What follows belongs to an exercise in optimizing a design on an open flow for small area; a production flow would make more cautious choices. RTL that was checked went through simulation tests only; none was proved equivalent to the original. Only the layout flow was run in run 1; the RTL was not checked for function there. Power and IR drop assume default switching activity.

## flow/design.v (module list and top-level ports; edited modules follow where they fit)
// module FA: 6 lines
// module XNOR2: 5 lines
// module XOR2: 5 lines
// module INV: 5 lines
// module GI: 5 lines
// module GP: 5 lines
// module OR2: 5 lines
// module ALU: 651 lines
// module Core: 382 lines
module Core(clk, reset, config_en, config_in, config_out, in0, in1, in2, in3, in4, in5, in6, in7, out0, out1, out2, out3, out4, out5, out6, out7);
  // ...
==> flow/flow/run.sh <==
#!/bin/bash
# Own layout flow: the standard ORFS flow, except that synthesis maps the
# combinational logic with an area-oriented ABC script (flow/abc_area.script)
# instead of ORFS's delay-oriented one. Everything else (yosys passes, register
# mapping, flattening and renaming, floorplan, placement, CTS, routing) is the
# standard flow, run through a copy of standard.sh.
set -euo pipefail
HERE=$(pwd)
FLOWDIR=$HERE/flow
mkdir -p $HERE/custom
# ORFS synth.tcl with the final technology-mapping abc call using our script
sed 's#^\(\s*\)log_cmd abc {\*}\$abc_args$#\1log_cmd abc {*}[lreplace $abc_args 1 1 '"$FLOWDIR"'/abc_area.script]#' \
    $FLOW_HOME/scripts/synth.tcl > $HERE/custom/synth.tcl
grep -q "abc_area.script\]" $HERE/custom/synth.tcl
# The standard flow's synthesis wrapper, sourcing the patched synth.tcl
sed 's#source \$::env(SCRIPTS_DIR)/synth.tcl#source '"$HERE"'/custom/synth.tcl#' synth_recipe.tcl > $HERE/custom/synth_recipe.tcl
grep -q "custom/synth.tcl" $HERE/custom/synth_recipe.tcl
# standard.sh with our synthesis script
sed 's#SYNTH_SCRIPT=[^ ]*synth_recipe.tcl#SYNTH_SCRIPT='"$HERE"'/custom/synth_recipe.tcl#' standard.sh > $HERE/custom/standard.sh
grep -q "custom/synth_recipe.tcl" $HERE/custom/standard.sh
bash $HERE/custom/standard.sh finish > $HERE/flow.log 2>&1
==> flow/flow/abc_area.script <==
&get -n
&st
&dch
&nf -p -R 1000
&put
==> flow/standard.sh <==
#!/bin/bash
# synth_recipe.tcl (not shown) runs the flow's synth.tcl, then flattens the netlist and writes it again
# the make line also repeats each setting of config.mk as NAME=value (left out here)
make -C /OpenROAD-flow-scripts/flow DESIGN_CONFIG=/design/flow/config.mk WORK_HOME=/design/flow/orfs CLKGATE_MAP_FILE= SYNTH_SCRIPT=/design/flow/synth_recipe.tcl "${@:-finish}"
==> flow/config.mk <==
export PLATFORM = sky130hd
export DESIGN_NAME = Core
export DESIGN_NICKNAME = Core
export VERILOG_FILES = /design/flow/design.v
export SDC_FILE = /design/flow/constraint.sdc
export NUM_CORES = 8
export LEC_CHECK = 0
export CAP_MARGIN = 20
export CORE_MARGIN = 2
export CORE_UTILIZATION = 40
export SLEW_MARGIN = 20
export SYNTH_HIERARCHICAL = 1
==> flow/constraint.sdc <==
create_clock -name core_clock -period 10.0 [get_ports {clk}]
set_input_delay 2.0000 -clock core_clock [delete_from_list [all_inputs] [get_ports {clk}]]
set_output_delay 2.0000 -clock core_clock [all_outputs]
set_load 0.01 [all_outputs]
==> summary.txt, run 1 <==
Power and ir drop
  – Clock share of power: 10.0%
  – Final total power: 0.0566 W
  – Biggest consumer: combinational cells

Floorplan
  – Tap Count: 4346
  – Initial core utilization: 40.3%
  – Area of the core: 328000 um^2

Outcome
  – Status: complete, no violations

Synth
  – Simple-gate share of the synthesized area: 14.9%
  – Synthesized area per cell: 9.36 um^2
  – Post-synthesis adder-cell area fraction: 23.1%
  – Mapped Area: 132000 um^2
  – Asr flop ratio synth: 100%
  – Register area share after synthesis: 21.5%
  – Post-Synth XOR/XNOR Area: 5.62%
  – Largest family of logic cells by synthesized area: adder cells
  – Post-Syn Instances: 14100

Final layout
  – Fin area: 153000 um^2
  – Final nets: 17200
  – Multi-input gate area: 102000 um^2
  – Synth-to-layout area growth: 16.2%
  – Max reg flops: 368
  – Filler instances: 31300

Clock tree
  – CTS Sinks: 1136
  – Clk buf depth: 4
  – PostCTS Resize Cnt: 0
  – Reg clk slew, reported paths: 0.06 ns
  – Post-CTS Setup Bufs: 0

Routing
  – M1 WL: 234000 um
  – # DRC: 0
  – DRT iter0 DRCs: 19400
  – Final WL: 638000 um

Job
  – Max Cap Violations: 0

Place
  – Dpl hpwl: 484000 um
  – Inst Count DP: 19700

Min path
  – Min-Delay Path Depth: 1
  – HP Class: flip-flop to flip-flop
  – Hold Path End: cfg[69]$_DFFE_PP0P_

Global route
  – Total gr overflow: 0
  – Met1 GRT Util: 46.0%

STA
  – Final setup margin: 0.546 ns
  – Min cycle time layout: 9.45 ns

Setup path
  – Crit path depth: 29
  – Setup crit end kind: flip-flop
==> module ALU, before the edit <==
module ALU(op, an, bn, y);
	input [3:0] op;
	input [15:0] an, bn;
	output [15:0] y;
	wire o_add = (op == 4'd0);
	wire o_sub = (op == 4'd1);
	wire o_mul = (op == 4'd2);
	wire o_and = (op == 4'd3);
	wire o_or  = (op == 4'd4);
	wire o_xor = (op == 4'd5);
	wire o_shl = (op == 4'd6);
	wire o_shr = (op == 4'd7);
	wire o_pa  = (op == 4'd8);
	wire o_pb  = (op == 4'd9);
	wire o_sh = o_shl | o_shr;
	wire o_one = o_add | o_sub;
	wire big = ~&bn[15:4];
	wire t00 = o_sub;                               
	wire t01 = o_add | o_or | o_xor | o_pb;         
	wire t10 = o_or | o_xor | o_pa | o_sub;         
	wire t11 = o_add | o_and | o_or | o_pb | o_pa;  
	wire [3:0] lo = {bn[1:0] == 2'd0, bn[1:0] == 2'd1, bn[1:0] == 2'd2, bn[1:0] == 2'd3};
	wire [3:0] hi = {4{o_sh & ~big}} & {bn[3:2] == 2'd0, bn[3:2] == 2'd1, bn[3:2] == 2'd2, bn[3:2] == 2'd3};
	wire cinn = ~o_sub;
	wire [15:0] x, yv, w, rn;
	genvar i;
	generate for (i = 0; i < 16; i = i + 1) begin : g
		assign x[i] = o_shr ? ~an[15 - i] : ~an[i];
		assign yv[i] = (o_mul & ~bn[i]) | (lo[i % 4] & hi[i / 4]) | ((i == 0) & o_one);
		assign w[i] = an[i] ? (bn[i] ? t00 : t01) : (bn[i] ? t10 : t11);
		assign y[i] = o_shr ? ~rn[15 - i] : ~rn[i];
	end endgenerate
	wire wn0 = ~w[0];
	wire [15:0] ppn0;
	wire [14:0] ppn1;
	wire [13:0] ppn2;
	wire [12:0] ppn3;
	wire [11:0] ppn4;
	wire [10:0] ppn5;
	wire [9:0] ppn6;
	wire [8:0] ppn7;
	wire [7:0] ppn8;
	wire [6:0] ppn9;
	wire [5:0] ppn10;
	wire [4:0] ppn11;
	wire [3:0] ppn12;
	wire [2:0] ppn13;
	wire [1:0] ppn14;
	wire [0:0] ppn15;
	assign ppn0[0] = ~(x[0] & yv[0]);
	assign ppn0[1] = ~(x[1] & yv[0]);
	assign ppn0[2] = ~(x[2] & yv[0]);
	assign ppn0[3] = ~(x[3] & yv[0]);
	assign ppn0[4] = ~(x[4] & yv[0]);
	assign ppn0[5] = ~(x[5] & yv[0]);
	assign ppn0[6] = ~(x[6] & yv[0]);
	assign ppn0[7] = ~(x[7] & yv[0]);
	assign ppn0[8] = ~(x[8] & yv[0]);
	assign ppn0[9] = ~(x[9] & yv[0]);
	assign ppn0[10] = ~(x[10] & yv[0]);
	assign ppn0[11] = ~(x[11] & yv[0]);
	assign ppn0[12] = ~(x[12] & yv[0]);
	assign ppn0[13] = ~(x[13] & yv[0]);
	assign ppn0[14] = ~(x[14] & yv[0]);
	assign ppn0[15] = ~(x[15] & yv[0]);
	assign ppn1[0] = ~((x[0] & yv[1]) | w[1]);
	assign ppn1[1] = ~((x[1] & yv[1]) | w[2]);
	assign ppn1[2] = ~((x[2] & yv[1]) | w[3]);
	assign ppn1[3] = ~((x[3] & yv[1]) | w[4]);
	assign ppn1[4] = ~((x[4] & yv[1]) | w[5]);
	assign ppn1[5] = ~((x[5] & yv[1]) | w[6]);
	assign ppn1[6] = ~((x[6] & yv[1]) | w[7]);
	assign ppn1[7] = ~((x[7] & yv[1]) | w[8]);
	assign ppn1[8] = ~((x[8] & yv[1]) | w[9]);
	assign ppn1[9] = ~((x[9] & yv[1]) | w[10]);
	assign ppn1[10] = ~((x[10] & yv[1]) | w[11]);
	assign ppn1[11] = ~((x[11] & yv[1]) | w[12]);
	assign ppn1[12] = ~((x[12] & yv[1]) | w[13]);
	assign ppn1[13] = ~((x[13] & yv[1]) | w[14]);
	assign ppn1[14] = ~((x[14] & yv[1]) | w[15]);
	assign ppn2[0] = ~(x[0] & yv[2]);
	assign ppn2[1] = ~(x[1] & yv[2]);
	assign ppn2[2] = ~(x[2] & yv[2]);
	assign ppn2[3] = ~(x[3] & yv[2]);
	assign ppn2[4] = ~(x[4] & yv[2]);
	assign ppn2[5] = ~(x[5] & yv[2]);
	assign ppn2[6] = ~(x[6] & yv[2]);
	assign ppn2[7] = ~(x[7] & yv[2]);
	assign ppn2[8] = ~(x[8] & yv[2]);
	assign ppn2[9] = ~(x[9] & yv[2]);
	assign ppn2[10] = ~(x[10] & yv[2]);
	assign ppn2[11] = ~(x[11] & yv[2]);
	assign ppn2[12] = ~(x[12] & yv[2]);
	assign ppn2[13] = ~(x[13] & yv[2]);
	assign ppn3[0] = ~(x[0] & yv[3]);
	assign ppn3[1] = ~(x[1] & yv[3]);
	assign ppn3[2] = ~(x[2] & yv[3]);
	assign ppn3[3] = ~(x[3] & yv[3]);
	assign ppn3[4] = ~(x[4] & yv[3]);
	assign ppn3[5] = ~(x[5] & yv[3]);
	assign ppn3[6] = ~(x[6] & yv[3]);
	assign ppn3[7] = ~(x[7] & yv[3]);
	assign ppn3[8] = ~(x[8] & yv[3]);
	assign ppn3[9] = ~(x[9] & yv[3]);
	assign ppn3[10] = ~(x[10] & yv[3]);
	assign ppn3[11] = ~(x[11] & yv[3]);
	assign ppn3[12] = ~(x[12] & yv[3]);
	assign ppn4[0] = ~(x[0] & yv[4]);
	assign ppn4[1] = ~(x[1] & yv[4]);
	assign ppn4[2] = ~(x[2] & yv[4]);
	assign ppn4[3] = ~(x[3] & yv[4]);
	assign ppn4[4] = ~(x[4] & yv[4]);
	assign ppn4[5] = ~(x[5] & yv[4]);
	assign ppn4[6] = ~(x[6] & yv[4]);
	assign ppn4[7] = ~(x[7] & yv[4]);
	assign ppn4[8] = ~(x[8] & yv[4]);
	assign ppn4[9] = ~(x[9] & yv[4]);
	assign ppn4[10] = ~(x[10] & yv[4]);
	assign ppn4[11] = ~(x[11] & yv[4]);
	assign ppn5[0] = ~(x[0] & yv[5]);
	assign ppn5[1] = ~(x[1] & yv[5]);
	assign ppn5[2] = ~(x[2] & yv[5]);
	assign ppn5[3] = ~(x[3] & yv[5]);
	assign ppn5[4] = ~(x[4] & yv[5]);
	assign ppn5[5] = ~(x[5] & yv[5]);
	assign ppn5[6] = ~(x[6] & yv[5]);
	assign ppn5[7] = ~(x[7] & yv[5]);
	assign ppn5[8] = ~(x[8] & yv[5]);
	assign ppn5[9] = ~(x[9] & yv[5]);
	assign ppn5[10] = ~(x[10] & yv[5]);
	assign ppn6[0] = ~(x[0] & yv[6]);
	assign ppn6[1] = ~(x[1] & yv[6]);
	assign ppn6[2] = ~(x[2] & yv[6]);
	assign ppn6[3] = ~(x[3] & yv[6]);
	assign ppn6[4] = ~(x[4] & yv[6]);
	assign ppn6[5] = ~(x[5] & yv[6]);
	assign ppn6[6] = ~(x[6] & yv[6]);
	assign ppn6[7] = ~(x[7] & yv[6]);
	assign ppn6[8] = ~(x[8] & yv[6]);
	assign ppn6[9] = ~(x[9] & yv[6]);
	assign ppn7[0] = ~(x[0] & yv[7]);
	assign ppn7[1] = ~(x[1] & yv[7]);
	assign ppn7[2] = ~(x[2] & yv[7]);
	assign ppn7[3] = ~(x[3] & yv[7]);
	assign ppn7[4] = ~(x[4] & yv[7]);
	assign ppn7[5] = ~(x[5] & yv[7]);
	assign ppn7[6] = ~(x[6] & yv[7]);
	assign ppn7[7] = ~(x[7] & yv[7]);
	assign ppn7[8] = ~(x[8] & yv[7]);
	assign ppn8[0] = ~(x[0] & yv[8]);
	assign ppn8[1] = ~(x[1] & yv[8]);
	assign ppn8[2] = ~(x[2] & yv[8]);
	assign ppn8[3] = ~(x[3] & yv[8]);
	assign ppn8[4] = ~(x[4] & yv[8]);
	assign ppn8[5] = ~(x[5] & yv[8]);
	assign ppn8[6] = ~(x[6] & yv[8]);
	assign ppn8[7] = ~(x[7] & yv[8]);
	assign ppn9[0] = ~(x[0] & yv[9]);
	assign ppn9[1] = ~(x[1] & yv[9]);
	assign ppn9[2] = ~(x[2] & yv[9]);
	assign ppn9[3] = ~(x[3] & yv[9]);
	assign ppn9[4] = ~(x[4] & yv[9]);
	assign ppn9[5] = ~(x[5] & yv[9]);
	assign ppn9[6] = ~(x[6] & yv[9]);
	assign ppn10[0] = ~(x[0] & yv[10]);
	assign ppn10[1] = ~(x[1] & yv[10]);
	assign ppn10[2] = ~(x[2] & yv[10]);
	assign ppn10[3] = ~(x[3] & yv[10]);
	assign ppn10[4] = ~(x[4] & yv[10]);
	assign ppn10[5] = ~(x[5] & yv[10]);
	assign ppn11[0] = ~(x[0] & yv[11]);
	assign ppn11[1] = ~(x[1] & yv[11]);
	assign ppn11[2] = ~(x[2] & yv[11]);
	assign ppn11[3] = ~(x[3] & yv[11]);
	assign ppn11[4] = ~(x[4] & yv[11]);
	assign ppn12[0] = ~(x[0] & yv[12]);
	assign ppn12[1] = ~(x[1] & yv[12]);
	assign ppn12[2] = ~(x[2] & yv[12]);
	assign ppn12[3] = ~(x[3] & yv[12]);
	assign ppn13[0] = ~(x[0] & yv[13]);
	assign ppn13[1] = ~(x[1] & yv[13]);
	assign ppn13[2] = ~(x[2] & yv[13]);
	assign ppn14[0] = ~(x[0] & yv[14]);
	assign ppn14[1] = ~(x[1] & yv[14]);
	assign ppn15[0] = ~(x[0] & yv[15]);
	wire n1;
	wire n2;
	XNOR2 hx2(.a(ppn0[13]), .b(ppn10[3]), .y(n1));
	OR2 ho2(.a(ppn0[13]), .b(ppn10[3]), .y(n2));
	wire n3;
	wire n4;
	FA fa4(.a(ppn0[14]), .b(ppn10[4]), .c(ppn11[3]), .s(n3), .co(n4));
	wire n5;
	wire n6;
	XNOR2 hx6(.a(ppn12[2]), .b(ppn13[1]), .y(n5));
	OR2 ho6(.a(ppn12[2]), .b(ppn13[1]), .y(n6));
	wire n7;
	wire n8;
	XNOR2 hx8(.a(ppn0[9]), .b(ppn2[7]), .y(n7));
	OR2 ho8(.a(ppn0[9]), .b(ppn2[7]), .y(n8));
	wire n9;
	wire n10;
	FA fa10(.a(ppn0[10]), .b(ppn10[0]), .c(ppn2[8]), .s(n9), .co(n10));
	wire n11;
	wire n12;
	XNOR2 hx12(.a(ppn3[7]), .b(ppn4[6]), .y(n11));
	OR2 ho12(.a(ppn3[7]), .b(ppn4[6]), .y(n12));
	wire n13;
	wire n14;
	FA fa14(.a(ppn0[11]), .b(ppn10[1]), .c(ppn11[0]), .s(n13), .co(n14));
	wire n15;
	wire n16;
	FA fa16(.a(ppn2[9]), .b(ppn3[8]), .c(ppn4[7]), .s(n15), .co(n16));
	wire n17;
	wire n18;
	XNOR2 hx18(.a(ppn5[6]), .b(ppn6[5]), .y(n17));
	OR2 ho18(.a(ppn5[6]), .b(ppn6[5]), .y(n18));
	wire n19;
	wire n20;
	FA fa20(.a(ppn0[12]), .b(ppn10[2]), .c(ppn11[1]), .s(n19), .co(n20));
	wire n21;
	wire n22;
	FA fa22(.a(ppn12[0]), .b(ppn2[10]), .c(ppn3[9]), .s(n21), .co(n22));
	wire n23;
	wire n24;
	FA fa24(.a(ppn4[8]), .b(ppn5[7]), .c(ppn6[6]), .s(n23), .co(n24));
	wire n25;
	wire n26;
	XNOR2 hx26(.a(ppn7[5]), .b(ppn8[4]), .y(n25));
	OR2 ho26(.a(ppn7[5]), .b(ppn8[4]), .y(n26));
	wire n27;
	wire n28;
	FA fa28(.a(ppn11[2]), .b(ppn12[1]), .c(ppn13[0]), .s(n27), .co(n28));
	wire n29;
	wire n30;
	FA fa30(.a(ppn2[11]), .b(ppn3[10]), .c(ppn4[9]), .s(n29), .co(n30));
	wire n31;
	wire n32;
	FA fa32(.a(ppn5[8]), .b(ppn6[7]), .c(ppn7[6]), .s(n31), .co(n32));
	wire n33;
	wire n34;
	FA fa34(.a(ppn8[5]), .b(ppn9[4]), .c(ppn1[12]), .s(n33), .co(n34));
	wire n35;
	wire n36;
	FA fa36(.a(ppn14[0]), .b(ppn2[12]), .c(ppn3[11]), .s(n35), .co(n36));
	wire n37;
	wire n38;
	FA fa38(.a(ppn4[10]), .b(ppn5[9]), .c(ppn6[8]), .s(n37), .co(n38));
	wire n39;
	wire n40;
	FA fa40(.a(ppn7[7]), .b(ppn8[6]), .c(ppn9[5]), .s(n39), .co(n40));
	wire n41;
	wire n42;
	FA fa42(.a(ppn1[13]), .b(n2), .c(n5), .s(n41), .co(n42));
	wire n43;
	wire n44;
	XNOR2 hx44(.a(ppn0[6]), .b(ppn2[4]), .y(n43));
	OR2 ho44(.a(ppn0[6]), .b(ppn2[4]), .y(n44));
	wire n45;
	wire n46;
	FA fa46(.a(ppn0[7]), .b(ppn2[5]), .c(ppn3[4]), .s(n45), .co(n46));
	wire n47;
	wire n48;
	XNOR2 hx48(.a(ppn4[3]), .b(ppn5[2]), .y(n47));
	OR2 ho48(.a(ppn4[3]), .b(ppn5[2]), .y(n48));
	wire n49;
	wire n50;
	FA fa50(.a(ppn0[8]), .b(ppn2[6]), .c(ppn3[5]), .s(n49), .co(n50));
	wire n51;
	wire n52;
	FA fa52(.a(ppn4[4]), .b(ppn5[3]), .c(ppn6[2]), .s(n51), .co(n52));
	wire n53;
	wire n54;
	XNOR2 hx54(.a(ppn7[1]), .b(ppn8[0]), .y(n53));
	OR2 ho54(.a(ppn7[1]), .b(ppn8[0]), .y(n54));
	wire n55;
	wire n56;
	FA fa56(.a(ppn3[6]), .b(ppn4[5]), .c(ppn5[4]), .s(n55), .co(n56));
	wire n57;
	wire n58;
	FA fa58(.a(ppn6[3]), .b(ppn7[2]), .c(ppn8[1]), .s(n57), .co(n58));
	wire n59;
	wire n60;
	FA fa60(.a(ppn9[0]), .b(ppn1[8]), .c(n7), .s(n59), .co(n60));
	wire n61;
	wire n62;
	FA fa62(.a(ppn5[5]), .b(ppn6[4]), .c(ppn7[3]), .s(n61), .co(n62));
	wire n63;
	wire n64;
	FA fa64(.a(ppn8[2]), .b(ppn9[1]), .c(ppn1[9]), .s(n63), .co(n64));
	wire n65;
	wire n66;
	FA fa66(.a(n8), .b(n11), .c(n9), .s(n65), .co(n66));
	wire n67;
	wire n68;
	FA fa68(.a(ppn7[4]), .b(ppn8[3]), .c(ppn9[2]), .s(n67), .co(n68));
	wire n69;
	wire n70;
	FA fa70(.a(ppn1[10]), .b(n12), .c(n17), .s(n69), .co(n70));
	wire n71;
	wire n72;
	FA fa72(.a(n10), .b(n13), .c(n15), .s(n71), .co(n72));
	wire n73;
	wire n74;
	FA fa74(.a(ppn9[3]), .b(ppn1[11]), .c(n18), .s(n73), .co(n74));
	wire n75;
	wire n76;
	FA fa76(.a(n25), .b(n14), .c(n16), .s(n75), .co(n76));
	wire n77;
	wire n78;
	FA fa78(.a(n19), .b(n21), .c(n23), .s(n77), .co(n78));
	wire n79;
	wire n80;
	FA fa80(.a(n26), .b(n1), .c(n20), .s(n79), .co(n80));
	wire n81;
	wire n82;
	FA fa82(.a(n22), .b(n24), .c(n27), .s(n81), .co(n82));
	wire n83;
	wire n84;
	FA fa84(.a(n29), .b(n31), .c(n33), .s(n83), .co(n84));
	wire n85;
	wire n86;
	FA fa86(.a(n28), .b(n30), .c(n32), .s(n85), .co(n86));
	wire n87;
	wire n88;
	FA fa88(.a(n3), .b(n35), .c(n37), .s(n87), .co(n88));
	wire n89;
	wire n90;
	FA fa90(.a(n39), .b(n34), .c(n41), .s(n89), .co(n90));
	wire n91;
	wire n92;
	XNOR2 hx92(.a(ppn0[4]), .b(ppn2[2]), .y(n91));
	OR2 ho92(.a(ppn0[4]), .b(ppn2[2]), .y(n92));
	wire n93;
	wire n94;
	FA fa94(.a(ppn0[5]), .b(ppn2[3]), .c(ppn3[2]), .s(n93), .co(n94));
	wire n95;
	wire n96;
	XNOR2 hx96(.a(ppn4[1]), .b(ppn5[0]), .y(n95));
	OR2 ho96(.a(ppn4[1]), .b(ppn5[0]), .y(n96));
	wire n97;
	wire n98;
	FA fa98(.a(ppn3[3]), .b(ppn4[2]), .c(ppn5[1]), .s(n97), .co(n98));
	wire n99;
	wire n100;
	FA fa100(.a(ppn6[0]), .b(ppn1[5]), .c(n43), .s(n99), .co(n100));
	wire n101;
	wire n102;
	FA fa102(.a(ppn6[1]), .b(ppn7[0]), .c(ppn1[6]), .s(n101), .co(n102));
	wire n103;
	wire n104;
	FA fa104(.a(n44), .b(n47), .c(n45), .s(n103), .co(n104));
	wire n105;
	wire n106;
	FA fa106(.a(ppn1[7]), .b(n48), .c(n53), .s(n105), .co(n106));
	wire n107;
	wire n108;
	FA fa108(.a(n46), .b(n49), .c(n51), .s(n107), .co(n108));
	wire n109;
	wire n110;
	FA fa110(.a(n54), .b(n50), .c(n52), .s(n109), .co(n110));
	wire n111;
	wire n112;
	FA fa112(.a(n55), .b(n57), .c(n59), .s(n111), .co(n112));
	wire n113;
	wire n114;
	FA fa114(.a(n56), .b(n58), .c(n61), .s(n113), .co(n114));
	wire n115;
	wire n116;
	FA fa116(.a(n63), .b(n60), .c(n65), .s(n115), .co(n116));
	wire n117;
	wire n118;
	FA fa118(.a(n62), .b(n67), .c(n64), .s(n117), .co(n118));
	wire n119;
	wire n120;
	FA fa120(.a(n69), .b(n66), .c(n71), .s(n119), .co(n120));
	wire n121;
	wire n122;
	FA fa122(.a(n68), .b(n70), .c(n73), .s(n121), .co(n122));
	wire n123;
	wire n124;
	FA fa124(.a(n72), .b(n75), .c(n77), .s(n123), .co(n124));
	wire n125;
	wire n126;
	FA fa126(.a(n74), .b(n76), .c(n78), .s(n125), .co(n126));
	wire n127;
	wire n128;
	FA fa128(.a(n79), .b(n81), .c(n83), .s(n127), .co(n128));
	wire n129;
	wire n130;
	FA fa130(.a(n80), .b(n82), .c(n85), .s(n129), .co(n130));
	wire n131;
	wire n132;
	FA fa132(.a(n84), .b(n87), .c(n89), .s(n131), .co(n132));
	wire n133;
	wire n134;
	XNOR2 hx134(.a(ppn0[3]), .b(ppn2[1]), .y(n133));
	OR2 ho134(.a(ppn0[3]), .b(ppn2[1]), .y(n134));
	wire n135;
	wire n136;
	FA fa136(.a(ppn3[1]), .b(ppn4[0]), .c(ppn1[3]), .s(n135), .co(n136));
	wire n137;
	wire n138;
	FA fa138(.a(ppn1[4]), .b(n92), .c(n95), .s(n137), .co(n138));
	wire n139;
	wire n140;
	FA fa140(.a(n96), .b(n94), .c(n97), .s(n139), .co(n140));
	wire n141;
	wire n142;
	FA fa142(.a(n98), .b(n101), .c(n100), .s(n141), .co(n142));
	wire n143;
	wire n144;
	FA fa144(.a(n102), .b(n105), .c(n104), .s(n143), .co(n144));
	wire n145;
	wire n146;
	FA fa146(.a(n106), .b(n108), .c(n109), .s(n145), .co(n146));
	wire n147;
	wire n148;
	FA fa148(.a(n110), .b(n113), .c(n112), .s(n147), .co(n148));
	wire n149;
	wire n150;
	FA fa150(.a(n114), .b(n117), .c(n116), .s(n149), .co(n150));
	wire n151;
	wire n152;
	FA fa152(.a(n118), .b(n121), .c(n120), .s(n151), .co(n152));
	wire n153;
	wire n154;
	FA fa154(.a(n122), .b(n124), .c(n125), .s(n153), .co(n154));
	wire n155;
	wire n156;
	FA fa156(.a(n126), .b(n129), .c(n128), .s(n155), .co(n156));
	wire n157;
	wire n158;
	XNOR2 hx158(.a(cinn), .b(ppn0[0]), .y(n157));
	OR2 ho158(.a(cinn), .b(ppn0[0]), .y(n158));
	wire n159;
	wire n160;
	XNOR2 hx160(.a(ppn0[1]), .b(ppn1[0]), .y(n159));
	OR2 ho160(.a(ppn0[1]), .b(ppn1[0]), .y(n160));
	wire n161;
	wire n162;
	FA fa162(.a(ppn0[2]), .b(ppn2[0]), .c(ppn1[1]), .s(n161), .co(n162));
	wire n163;
	wire n164;
	FA fa164(.a(ppn3[0]), .b(ppn1[2]), .c(n133), .s(n163), .co(n164));
	wire n165;
	wire n166;
	FA fa166(.a(n134), .b(n91), .c(n135), .s(n165), .co(n166));
	wire n167;
	wire n168;
	FA fa168(.a(n93), .b(n136), .c(n137), .s(n167), .co(n168));
	wire n169;
	wire n170;
	FA fa170(.a(n138), .b(n99), .c(n139), .s(n169), .co(n170));
	wire n171;
	wire n172;
	FA fa172(.a(n140), .b(n103), .c(n141), .s(n171), .co(n172));
	wire n173;
	wire n174;
	FA fa174(.a(n107), .b(n142), .c(n143), .s(n173), .co(n174));
	wire n175;
	wire n176;
	FA fa176(.a(n111), .b(n144), .c(n145), .s(n175), .co(n176));
	wire n177;
	wire n178;
	FA fa178(.a(n146), .b(n115), .c(n147), .s(n177), .co(n178));
	wire n179;
	wire n180;
	FA fa180(.a(n119), .b(n148), .c(n149), .s(n179), .co(n180));
	wire n181;
	wire n182;
	FA fa182(.a(n123), .b(n150), .c(n151), .s(n181), .co(n182));
	wire n183;
	wire n184;
	FA fa184(.a(n127), .b(n152), .c(n153), .s(n183), .co(n184));
	wire n185;
	wire n186;
	FA fa186(.a(n131), .b(n154), .c(n155), .s(n185), .co(n186));
	wire n187;
	wire n188;
	XNOR2 hx188(.a(wn0), .b(n157), .y(n187));
	OR2 ho188(.a(wn0), .b(n157), .y(n188));
	wire n189;
	wire n190;
	FA fa190(.a(n158), .b(n159), .c(n188), .s(n189), .co(n190));
	wire n191;
	wire n192;
	FA fa192(.a(n160), .b(n161), .c(n190), .s(n191), .co(n192));
	wire n193;
	wire n194;
	FA fa194(.a(n162), .b(n163), .c(n192), .s(n193), .co(n194));
	wire n195;
	wire n196;
	FA fa196(.a(n164), .b(n165), .c(n194), .s(n195), .co(n196));
	wire n197;
	wire n198;
	FA fa198(.a(n166), .b(n167), .c(n196), .s(n197), .co(n198));
	wire g6 = ~(n168 | n169);
	wire tp6 = ~(n168 & n169);
	wire h6 = n168 ^ n169;
	wire g7 = ~(n170 | n171);
	wire tp7 = ~(n170 & n171);
	wire h7 = n170 ^ n171;
	wire g8 = ~(n172 | n173);
	wire tp8 = ~(n172 & n173);
	wire h8 = n172 ^ n173;
	wire g9 = ~(n174 | n175);
	wire tp9 = ~(n174 & n175);
	wire h9 = n174 ^ n175;
	wire g10 = ~(n176 | n177);
	wire tp10 = ~(n176 & n177);
	wire h10 = n176 ^ n177;
	wire g11 = ~(n178 | n179);
	wire tp11 = ~(n178 & n179);
	wire h11 = n178 ^ n179;
	wire g12 = ~(n180 | n181);
	wire tp12 = ~(n180 & n181);
	wire h12 = n180 ^ n181;
	wire g13 = ~(n182 | n183);
	wire tp13 = ~(n182 & n183);
	wire h13 = n182 ^ n183;
	wire g14 = ~(n184 | n185);
	wire tp14 = ~(n184 & n185);
	wire h14 = n184 ^ n185;
	wire n199;
	INV iv199(.a(n198), .y(n199));
	wire n200;
	GI gi200(.gh(g6), .th(tp6), .gl(n199), .y(n200));
	wire n201;
	GI gi201(.gh(g8), .th(tp8), .gl(g7), .y(n201));
	wire n202;
	assign n202 = ~(tp8 & tp7);
	wire n203;
	GI gi203(.gh(g10), .th(tp10), .gl(g9), .y(n203));
	wire n204;
	assign n204 = ~(tp10 & tp9);
	wire n205;
	GI gi205(.gh(g12), .th(tp12), .gl(g11), .y(n205));
	wire n206;
	assign n206 = ~(tp12 & tp11);
	wire n207;
	GI gi207(.gh(g14), .th(tp14), .gl(g13), .y(n207));
	wire n208;
	assign n208 = ~(tp14 & tp13);
	wire n209;
	INV iv209(.a(n200), .y(n209));
	wire n210;
	GI gi210(.gh(g7), .th(tp7), .gl(n209), .y(n210));
	wire n211;
	GP gp211(.gh(n201), .th(n202), .gl(n200), .y(n211));
	wire n212;
	INV iv212(.a(n203), .y(n212));
	wire n213;
	INV iv213(.a(n204), .y(n213));
	wire n214;
	GI gi214(.gh(g11), .th(tp11), .gl(n212), .y(n214));
	wire n215;
	assign n215 = ~(tp11 & n213);
	wire n216;
	GP gp216(.gh(n205), .th(n206), .gl(n203), .y(n216));
	wire n217;
	assign n217 = ~(n206 | n204);
	wire n218;
	GI gi218(.gh(g9), .th(tp9), .gl(n211), .y(n218));
	wire n219;
	INV iv219(.a(n211), .y(n219));
	wire n220;
	GP gp220(.gh(n203), .th(n204), .gl(n219), .y(n220));
	wire n221;
	GP gp221(.gh(n214), .th(n215), .gl(n219), .y(n221));
	wire n222;
	GI gi222(.gh(n216), .th(n217), .gl(n211), .y(n222));
	wire n223;
	INV iv223(.a(n222), .y(n223));
	wire n224;
	GI gi224(.gh(g13), .th(tp13), .gl(n223), .y(n224));
	wire n225;
	GP gp225(.gh(n207), .th(n208), .gl(n222), .y(n225));
	wire n226;
	XOR2 xo226(.a(ppn0[15]), .b(ppn10[5]), .y(n226));
	wire n227;
	XOR2 xo227(.a(ppn11[4]), .b(ppn12[3]), .y(n227));
	wire n228;
	XOR2 xo228(.a(ppn13[2]), .b(ppn14[1]), .y(n228));
	wire n229;
	XOR2 xo229(.a(ppn15[0]), .b(ppn2[13]), .y(n229));
	wire n230;
	XOR2 xo230(.a(ppn3[12]), .b(ppn4[11]), .y(n230));
	wire n231;
	XOR2 xo231(.a(ppn5[10]), .b(ppn6[9]), .y(n231));
	wire n232;
	XOR2 xo232(.a(ppn7[8]), .b(ppn8[7]), .y(n232));
	wire n233;
	XOR2 xo233(.a(ppn9[6]), .b(ppn1[14]), .y(n233));
	wire n234;
	XOR2 xo234(.a(n226), .b(n227), .y(n234));
	wire n235;
	XOR2 xo235(.a(n228), .b(n229), .y(n235));
	wire n236;
	XOR2 xo236(.a(n230), .b(n231), .y(n236));
	wire n237;
	XOR2 xo237(.a(n232), .b(n6), .y(n237));
	wire n238;
	XOR2 xo238(.a(n233), .b(n234), .y(n238));
	wire n239;
	XOR2 xo239(.a(n235), .b(n236), .y(n239));
	wire n240;
	XOR2 xo240(.a(n237), .b(n36), .y(n240));
	wire n241;
	XOR2 xo241(.a(n38), .b(n4), .y(n241));
	wire n242;
	XOR2 xo242(.a(n40), .b(n238), .y(n242));
	wire n243;
	XOR2 xo243(.a(n239), .b(n240), .y(n243));
	wire n244;
	XOR2 xo244(.a(n241), .b(n42), .y(n244));
	wire n245;
	XOR2 xo245(.a(n242), .b(n243), .y(n245));
	wire n246;
	XOR2 xo246(.a(n86), .b(n244), .y(n246));
	wire n247;
	XOR2 xo247(.a(n88), .b(n245), .y(n247));
	wire n248;
	XOR2 xo248(.a(n246), .b(n90), .y(n248));
	wire n249;
	XOR2 xo249(.a(n247), .b(n130), .y(n249));
	wire n250;
	XOR2 xo250(.a(n248), .b(n249), .y(n250));
	wire n251;
	XOR2 xo251(.a(n132), .b(n250), .y(n251));
	wire n252;
	XOR2 xo252(.a(n251), .b(n156), .y(n252));
	wire n253;
	XOR2 xo253(.a(n252), .b(n186), .y(n253));
	assign rn[0] = n187;
	assign rn[1] = n189;
	assign rn[2] = n191;
	assign rn[3] = n193;
	assign rn[4] = n195;
	assign rn[5] = n197;
	assign rn[6] = (h6 ^ n198);
	assign rn[7] = (h7 ^ n200);
	assign rn[8] = (h8 ^ n210);
	assign rn[9] = ~(h9 ^ n211);
	assign rn[10] = (h10 ^ n218);
	assign rn[11] = ~(h11 ^ n220);
	assign rn[12] = ~(h12 ^ n221);
	assign rn[13] = (h13 ^ n222);
	assign rn[14] = (h14 ^ n224);
	assign rn[15] = (n253 ^ n225);
endmodule
==> run 2, diff against run 1 <==
--- a/flow/design.v
+++ b/flow/design.v
@@ -16,2 +16,22 @@
 endmodule
+module O22AI(a1, a2, b1, b2, y);
+	input a1, a2, b1, b2;
+	output y;
+	assign y = ~((a1 | a2) & (b1 | b2));
+endmodule
+module O21AI(a1, a2, b1, y);
+	input a1, a2, b1;
+	output y;
+	assign y = ~((a1 | a2) & b1);
+endmodule
+module O211AI(a1, a2, b1, c1, y);
+	input a1, a2, b1, c1;
+	output y;
+	assign y = ~((a1 | a2) & b1 & c1);
+endmodule
+module NAND2(a, b, y);
+	input a, b;
+	output y;
+	assign y = ~(a & b);
+endmodule
 module INV(a, y);
@@ -60,9 +80,17 @@
 	wire cinn = ~o_sub;
-	wire [15:0] x, yv, w, rn;
+	wire [15:0] x, yv, w, rn, decn;
+	wire shrn = ~o_shr;
+	wire muln = ~o_mul;
+	wire onen = ~o_one;
 	genvar i;
 	generate for (i = 0; i < 16; i = i + 1) begin : g
-		assign x[i] = o_shr ? ~an[15 - i] : ~an[i];
-		assign yv[i] = (o_mul & ~bn[i]) | (lo[i % 4] & hi[i / 4]) | ((i == 0) & o_one);
+		O22AI xm(.a1(o_shr), .a2(an[i]), .b1(shrn), .b2(an[15 - i]), .y(x[i]));
+		O22AI ym(.a1(o_shr), .a2(rn[i]), .b1(shrn), .b2(rn[15 - i]), .y(y[i]));
+		NAND2 dn(.a(lo[i % 4]), .b(hi[i / 4]), .y(decn[i]));
+		if (i == 0) begin : y0
+			O211AI yg(.a1(muln), .a2(bn[i]), .b1(decn[i]), .c1(onen), .y(yv[i]));
+		end else begin : yi
+			O21AI yg(.a1(muln), .a2(bn[i]), .b1(decn[i]), .y(yv[i]));
+		end
 		assign w[i] = an[i] ? (bn[i] ? t00 : t01) : (bn[i] ? t10 : t11);
-		assign y[i] = o_shr ? ~rn[15 - i] : ~rn[i];
 	end endgenerate
==> summary.txt, run 2 <==
Synth
  – Register area share after synthesis: 21.7% (+0.18 points)
  – Post-Syn Instances: 14900 (+5.7%)
  – Synth cell types: 42
  – Synth Net Count: 16700
  – Mapped Area: 131000 um^2 (-0.84%)
  – Synth top cells by count: nand2_1 (2913), o22ai_1 (1430), fa_1 (1344), dfrtp_1 (1136), a21oi_1 (1080)
  – Synthesized area per cell: 8.78 um^2 (-6.2%)
  – Ys flop type: dfrtp_1
  – Synth top area cells: dfrtp_1 (22%), fa_1 (21%), nand2_1 (8.3%)
  – Top-count cell post-synth: nand2_1
  – Post-synth top area share: 21.7%
  – Yosys reg bits: 1136
  – YS warnings: 7
  – EDFF count, synth: 0
  – Asr flop ratio synth: 100% (unchanged)
  – Area leader, netlist: dfrtp_1

STA
  – Final setup margin: 0.507 ns (-0.0389 ns)
  – Total negative setup slack: 0 ns
  – Least-Margin Pin Slew: 1.35 ns
  – Fin crit share: 94.9%
  – Max Clock Skew: 0.0599 ns
  – Min cycle time layout: 9.49 ns (+0.0389 ns)
  – Max-slew violations: 0
  – Max-slew headroom: 8.41%
  – Worst hold slack: 0.509 ns
  – RSZ-0062 raised after global routing: false
  – Hold Fails Final Rpt: 0
  – FMAX: 105 MHz
  – Final Setup Violations: 0

Setup path
  – Worst path slowest cell: a221oi_1
  – Crit Path Category: flip-flop to flip-flop
  – R2r worst-path depth: 27
  – Cell repeated most along the worst path: fa_1
  – Startpoint class of the critical path: flip-flop
  – WP data required: 10.70 ns
  – Max stage delay on crit path: 0.98 ns
  – Crit path arrival time: 10.20 ns
  – Setup crit end kind: flip-flop
  – Worst Path Max Fanout: 17

Clock tree
  – CTS Sinks: 1136 (unchanged)
  – Post-CTS Setup Bufs: 0 (unchanged)
  – Clk latency of the worst-skew pair: 0.88 ns
  – PostCTS Resize Cnt: 0 (unchanged)
  – CTS H-Tree Depth: 4
  – CTS Root Cell: clkbuf_16
  – CTS tree: yes
  – TritonCTS buffer count: 146
  – Clk buf depth: 3 (-1)
  – Reg clk slew, reported paths: 0.06 ns (about the same)
  – Hold-fix buffers at CTS: 0

Routing
  – # DRC: 0 (unchanged)
  – WL/cell: 31.8 um
  – ANT nets after route: 0
  – Drt via density: 6.66
  – Drt first pass iters: 11
  – Final WL: 667000 um (+4.6%)
  – DR vias: 140000
  – DRT iter0 DRCs: 21400 (+10%)

Final layout
  – Register Area: 28400 um^2
  – Filler instances: 31700 (+1.3%)
  – Max reg flops: 368 (unchanged)
  – Synth-to-layout area growth: 17.6%
  – Most frequent cells in the layout: nand2_1 (2913), o22ai_1 (1426), fa_1 (1344)
  – Multi-input gate area: 102000 um^2 (-0.82%)
  – Most common cell after layout, fill and taps aside: nand2_1
  – Final nets: 18200 (+5.5%)
  – Layout cells sized above 1: 9.29%
  – Final core utilization: 47.2%
  – Top reg by flops: cfg

Global route
  – Global Route Usage Sum: 39.1%
  – Total gr overflow: 0 (unchanged)
  – Initial antenna violation count: 73
  – Vias in the first global route: 129000
  – First-pass GRT wire length: 949000 um
  – Largest net degree at the start of global routing: 148

Place
  – GPL Wtd Cong: 1.07
  – Dpl hpwl: 510000 um (+5.2%)
  – # port buffers: 260
  – Pre-CTS setup slack: 0.987 ns

Floorplan
  – Num ports: 261
  – Placement Rows: 210
  – Chip height: 576 um
  – Die X: 576 um
  – Area of the core: 327000 um^2 (-0.40%)
  – Initial core utilization: 40.1% (-0.18 points)
  – Die footprint: 332000 um^2

Power and ir drop
  – Leak pwr: 52.4 nW
  – PwrDens: 414 nW/um^2
  – Maximum vdd ir drop: 0.000227 V

Min path
  – HP Class: flip-flop to flip-flop
  – Min-Delay Path Depth: 1 (unchanged)

Job
  – Max Cap Violations: 0 (unchanged)

Outcome
  – Status: complete, no violations
==> run 2: cell count changes after synthesis, sizes merged, moves of 63 or more <==
cell,previous run,this run
mux2i,603,284
o211ai,12,75
o22ai,1170,1430
mux4,256,0
nand2,2641,2913
a211oi,5,389
o21ai,536,918
nand4,96,32
nor2,772,907
==> run 2: worst paths after layout <==
path                                 startpoint               endpoint  slack [ns]
min reg2reg                cfg[250]$_DFFE_PP0P_   cfg[251]$_DFFE_PP0P_        0.51
min in group asynchronous                 reset   alu_q12[7]$_DFF_PP0_        1.65
max in group asynchronous                 reset     io_q6[0]$_DFF_PP0_        6.18
max                        cfg[147]$_DFFE_PP0P_  alu_q15[14]$_DFF_PP0_        0.51
min                        cfg[250]$_DFFE_PP0P_   cfg[251]$_DFFE_PP0P_        0.51
max reg2reg                cfg[147]$_DFFE_PP0P_  alu_q15[14]$_DFF_PP0_        0.51
==> run 2: kinds of logic after synthesis <==
group | after synthesis | synth area share, %
and+or+nand+nor | 4829 | 15.8
buffers and inverters | 560 | 1.61
xor gates and xnor gates | 848 | 5.67
muxes | 726 | 5.97
AOI/OAI and AO/OA | 5189 | 25.9
DFF | 1136 | 21.7
adders and majority gates | 1632 | 23.3
==> run 2: Yosys stat by module (local to each module, per instance), excerpt <==
module | copies in the design | area (um^2) | flip-flops and latches
XNOR2 | 240 | 8.76 | 0
INV | 96 | 3.75 | 0
O22AI | 512 | 6.26 | 0
O211AI | 16 | 7.51 | 0
XOR2 | 448 | 8.76 | 0
GI | 160 | 5.00 | 0
O21AI | 240 | 5.00 | 0
FA | 1344 | 20.0 | 0
OR2 | 240 | 6.26 | 0
Core | 1 | 65100 | 1136
NAND2 | 256 | 3.75 | 0
GP | 80 | 5.00 | 0
==> run 2: per-stage QoR <==
stage	power (W)	std cells	cell area, um^2
3_5_place_dp	0.0558	20600	148000
3_3_place_gp	0.0554	20600	148000
5_1_grt	0.0670	20900	154000
4_1_cts	0.0621	20900	154000
2_1_floorplan	0.0357	14900	131000
6_report	0.0638	20900	154000
==> run 2: layer usage <==
metal | up-vias | routed length, um | GRT usage (%)
li1 | 58700 | - | -
met1 | 69200 | 257000 | 50.7
met2 | 9504 | 272000 | 55.1
met3 | 2138 | 84000 | 13.6
met4 | 54 | 52100 | 25.1
met5 | - | 1150 | 1.38
==> run 2: critical path, delay by kind of cell, from the launching register on <==
family	cells	cell delay, ns
muxes	1	0.58
buffers and inverters	3	0.39
xor gates and xnor gates	1	0.30
AOI/OAI and AO/OA	11	3.49
adders and majority gates	6	2.60
and+or+nand+nor	5	1.13
DFF	1	0.79
==> run 2: report_power, final <==
part	total (W)	internal, W	switching, W
logic	0.0483	0.0174	0.0309
clock network	0.00610	0.00358	0.00252
registers	0.00945	0.00662	0.00283
==> run 2: final cells by class <==
class                           count  area share (%)
Antenna cell                       64           0.104
Clock buffer                      186            2.61
Clock inverter                     83           0.907
Inverter                          560            1.38
Multi-Input combinational cell  13200            65.9
Sequential cell                  1136            18.5
Tap cell                         4346            3.53
Timing Repair Buffer             1348            7.11

port drivers added, routing unchanged:
Ports are ideal in the flow. The routed layouts listed here were re-timed in OpenROAD. Step 1, drivers: a clkbuf_16 drives clk and a buf_2 each remaining input, both assumed. Step 2 adds t to the input delays and takes it off the output delays; t is the mean of the earliest and latest rising clock arrival at the registers after step 1. Input paths then give back, and output paths get back, about the clock's delay inside the block. Three values: ideal, step 1, step 2; two values: the first two.
run | shift t [ns] | setup WS [ns] | worst data-port slew with drivers (ns) | cell pins on the clock port's net
run 1 | 0.986 | 0.546 / 0.546 / 0.546 | 0.06 | 1
run 2 | 0.961 | 0.507 / 0.507 / 0.507 | 0.12 | 1
After both steps setup and hold are still met in every run listed.
